This design comes from an exercise in tuning for small area and a short achievable clock period on the open sky130 flow, not from production work. In this exercise RTL edits were held to simulation tests only and were not proved equivalent to the original. The clock input has no modelled driver; a real chip could not lean on it and would need a root buffer or a full tree. Power figures rest on the tool's default switching activity, not on a simulated workload.

==> flow/design.v (excerpt) <==
module TopModule(MOSI,clk,SS_n,rst_n,MISO);
    input MOSI,clk,SS_n,rst_n;
    output MISO;
    wire [9:0] rx_data;
    wire rx_valid;
    wire [7:0] tx_data;
    SPI_Slave spi_slave (MOSI,clk,SS_n,tx_data,rst_n,MISO,rx_valid,rx_data);
    SPI_RAM ram(rx_data,clk,rst_n,rx_valid,tx_data);
endmodule
Settings: LEC_CHECK=0, CAP_MARGIN=30, CORE_MARGIN=2, CORE_UTILIZATION=50, PLACE_DENSITY=0.65, SETUP_SLACK_MARGIN=4.8, SLEW_MARGIN=20; clock period 7.0 ns.
standard.sh (not shown) runs the stock make flow with config.mk's settings and CLKGATE_MAP_FILE= SYNTH_SCRIPT=/design/flow/synth_recipe.tcl, a recipe that flattens the netlist after the stock synthesis.
==> flow/flow/run.sh <==
#!/bin/bash
# The standard layout (standard.sh) with these changes:
#  - synthesis maps the logic with an area-oriented ABC script (abc.script
#    here, in place of ORFS's abc_speed.script); every other synthesis step,
#    and so every register, is the standard synthesis's;
#  - ports are buffered with buf_4 cells;
#  - TritonCTS builds the clock tree from larger sink clusters, without
#    dummy loads; clock_top.tcl then replaces its root by four inverters on
#    the clock port and its branch buffers by inverters, and runs the
#    post-CTS timing repair.
# Each make run writes its output to a log here; each ORFS step keeps its
# own log under orfs/logs/.
set -euo pipefail
here=$(pwd)
rm -rf "$here/scripts_abc"
cp -r "$FLOW_HOME/scripts" "$here/scripts_abc"
cp "$here/flow/abc.script" "$here/scripts_abc/abc_speed.script"
bash standard.sh "SCRIPTS_DIR=$here/scripts_abc" synth > synth.log 2>&1
export BUFFER_PORTS_ARGS="-buffer_cell sky130_fd_sc_hd__buf_4"
export CTS_ARGS="-sink_clustering_enable -repair_clock_nets -dont_use_dummy_load -buf_list {sky130_fd_sc_hd__clkbuf_16 sky130_fd_sc_hd__clkbuf_8 sky130_fd_sc_hd__clkbuf_4} -root_buf sky130_fd_sc_hd__clkbuf_16 -sink_clustering_buffer sky130_fd_sc_hd__clkbuf_16 -sink_buffer_max_cap_derate 1.0 -sink_clustering_size 30 -sink_clustering_max_diameter 80"
export SKIP_CTS_REPAIR_TIMING=1
export POST_CTS_TCL="$here/flow/clock_top.tcl"
bash standard.sh finish > make.log 2>&1
==> flow/flow/clock_top.tcl <==
# Sourced by ORFS's cts.tcl after clock_tree_synthesis (POST_CTS_TCL, with
# SKIP_CTS_REPAIR_TIMING=1). TritonCTS builds a buffer tree: one root, a level
# of branch buffers, and leaf buffers that drive the registers. This replaces
# the root by four inverters driven by the clock port, each driving a group
# of branch buffers, and swaps the branch buffers for inverters, so the clock
# still reaches every register true, through three cells. Then it legalizes
# and runs the post-CTS timing repair that cts.tcl skipped.

set ::clock_top_root_cell sky130_fd_sc_hd__clkinv_16
set ::clock_top_branch_cell sky130_fd_sc_hd__clkinv_16
set ::clock_top_roots 4

proc clock_top_is_buf {inst} {
  return [string match "sky130_fd_sc_hd__clkbuf*" [[$inst getMaster] getName]]
}

# the clock buffers level by level from the port
proc clock_top_levels {clknet} {
  set levels {}
  set frontier [list $clknet]
  while {[llength $frontier]} {
    set next {}
    set lvl {}
    foreach net $frontier {
      foreach it [$net getITerms] {
        if {![$it isInputSignal]} continue
        set inst [$it getInst]
        if {![clock_top_is_buf $inst]} continue
        lappend lvl $inst
        lappend next [[$inst findITerm X] getNet]
      }
    }
    if {[llength $lvl]} { lappend levels $lvl }
    set frontier $next
  }
  return $levels
}

# replace buffer instances by inverters of the given master, in place
proc clock_top_to_inv {insts cell} {
  set block [ord::get_db_block]
  set master [[ord::get_db] findMaster $cell]
  set new {}
  foreach inst $insts {
    set innet [[$inst findITerm A] getNet]
    set onet [[$inst findITerm X] getNet]
    set loc [$inst getLocation]
    set name [$inst getName]
    foreach it [$inst getITerms] { if {[$it getNet] ne "NULL"} { $it disconnect } }
    odb::dbInst_destroy $inst
    set ni [odb::dbInst_create $block $master $name]
    $ni setLocation [lindex $loc 0] [lindex $loc 1]
    $ni setPlacementStatus PLACED
    if {$innet ne "NULL"} { [$ni findITerm A] connect $innet }
    [$ni findITerm Y] connect $onet
    lappend new $ni
  }
  return $new
}

# k-means of instance centres into k groups: {assignment centres}
proc clock_top_kmeans {insts k} {
  set pts {}
  foreach l $insts {
    set b [$l getBBox]
    lappend pts [list [expr {([$b xMin] + [$b xMax]) / 2.0}] [expr {([$b yMin] + [$b yMax]) / 2.0}]]
  }
  set n [llength $pts]
  set sorted [lsort -real -index 0 $pts]
  set centers {}
  for {set i 0} {$i < $k} {incr i} { lappend centers [lindex $sorted [expr {int(($i + 0.5) * $n / $k)}]] }
  for {set iter 0} {$iter < 50} {incr iter} {
    set assign {}
    foreach p $pts {
      set best 0
      set bd 1e30
      for {set c 0} {$c < $k} {incr c} {
        set d [expr {abs([lindex $p 0] - [lindex $centers $c 0]) + abs([lindex $p 1] - [lindex $centers $c 1])}]
        if {$d < $bd} { set bd $d; set best $c }
      }
      lappend assign $best
    }
    set nc {}
    for {set c 0} {$c < $k} {incr c} {
      set sx 0
      set sy 0
      set m 0
      foreach p $pts a $assign {
        if {$a == $c} { set sx [expr {$sx + [lindex $p 0]}]; set sy [expr {$sy + [lindex $p 1]}]; incr m }
      }
      if {$m} { lappend nc [list [expr {$sx / $m}] [expr {$sy / $m}]] } else { lappend nc [lindex $centers $c] }
    }
    set centers $nc
  }
  return [list $assign $centers]
}

proc clock_top_rebuild {} {
  global clock_top_root_cell clock_top_branch_cell clock_top_roots
  set block [ord::get_db_block]
  set clknet [$block findNet clk]
  set levels [clock_top_levels $clknet]
  puts "clock_top: buffers per level: [lmap l $levels {llength $l}]"
  if {[llength $levels] < 3 || [llength [lindex $levels 0]] != 1} {
    puts "clock_top: tree left as TritonCTS built it"
    return
  }
  set root [lindex $levels 0 0]
  set onet [[$root findITerm X] getNet]
  foreach it [$root getITerms] { if {[$it getNet] ne "NULL"} { $it disconnect } }
  odb::dbInst_destroy $root
  odb::dbNet_destroy $onet
  set branches [clock_top_to_inv [lindex $levels 1] $clock_top_branch_cell]
  set k [expr {min($clock_top_roots, [llength $branches])}]
  set r [clock_top_kmeans $branches $k]
  set master [[ord::get_db] findMaster $clock_top_root_cell]
  for {set c 0} {$c < $k} {incr c} {
    set inst [odb::dbInst_create $block $master "clkroot_$c"]
    $inst setLocation [expr {int([lindex $r 1 $c 0])}] [expr {int([lindex $r 1 $c 1])}]
    $inst setPlacementStatus PLACED
    set net [odb::dbNet_create $block "clknet_root_$c"]
    $net setSigType CLOCK
    [$inst findITerm A] connect $clknet
    [$inst findITerm Y] connect $net
    set n 0
    foreach b $branches a [lindex $r 0] {
      if {$a == $c} { [$b findITerm A] connect $net; incr n }
    }
    puts "clock_top: root $c drives $n branch inverters"
  }
}

clock_top_rebuild
detailed_placement
estimate_parasitics -placement
report_clock_latency
repair_timing_helper
detailed_placement
check_placement -verbose
Other scripts of this flow, unchanged in this note and not shown: flow/flow/abc.script
Rerun with:
Settings changed: CORE_UTILIZATION 50 to 40, PLACE_DENSITY 0.65 to default, SETUP_SLACK_MARGIN 4.8 to 4.77.
After rerunning:
- The new run completed without violations
- clock skew decreases by 0.029 ns
- first-iteration DRC count decreases by 19%
- critical path depth decreases by 2
- total power is about the same
- cell area increases by 0.51%
- setup slack improved by 0.15 ns
- flip-flop and latch count is unchanged
- die area increases by 25%
- register-to-register slack improved by 0.15 ns
- via count decreases by 3.8%
- final cell count increases by 6.5%
Rerun with:
Settings changed: CORE_UTILIZATION 40 to 35, SETUP_SLACK_MARGIN 4.77 to 4.8.
The new run went through all stages and came out clean; maximum frequency came out lower by 1.7%; wire length came out lower by 2.1%; global-route usage came out lower by 2.1 points.
Rerun with:
--- a/flow/flow/clock_top.tcl
+++ b/flow/flow/clock_top.tcl
@@ -7,7 +7,7 @@
 # and runs the post-CTS timing repair that cts.tcl skipped.
 
-set ::clock_top_root_cell sky130_fd_sc_hd__clkinv_16
-set ::clock_top_branch_cell sky130_fd_sc_hd__clkinv_16
-set ::clock_top_roots 4
+set clock_top_root_cell sky130_fd_sc_hd__clkinv_16
+set clock_top_branch_cell sky130_fd_sc_hd__clkinv_16
+set clock_top_roots 4
 
 proc clock_top_is_buf {inst} {
Settings changed: CORE_UTILIZATION 35 to 40.
What happened: With this change the flow never finished: it broke off in clock tree synthesis. Synthesized area stays the same. Synthesized cell count does not change.

[what the ideal ports hide]
No port has a modelled driver above. Below, the same layouts with a new extraction and two added sets of constraints. Step 1: set_driving_cell puts a clkbuf_16 on clk and a buf_2 on each other input, an assumption about the parent block. Step 2 times the ports against the registers' clock, not the clock port: input delays grow and output delays shrink by t, the midpoint of the rising clock arrivals with the driver on. a / b / c = no drivers / after step 1 / after step 2; a / b = the first two.
| run | shift t [ns] | setup WS [ns] | worst setup path at the end |
|---|---|---|---|
| the first run | 0.596 | 4.618 / 4.546 / 4.616 | register to register |
| the second run | 0.609 | 4.767 / 4.517 / 4.560 | input to register |
| the third run | 0.621 | 4.729 / 4.531 / 4.617 | input to register |
After both steps every run listed still meets setup and hold. For the second run, which loses most, drivers alone change the setup slack by -0.250 ns; drivers and shift together by -0.207 ns.
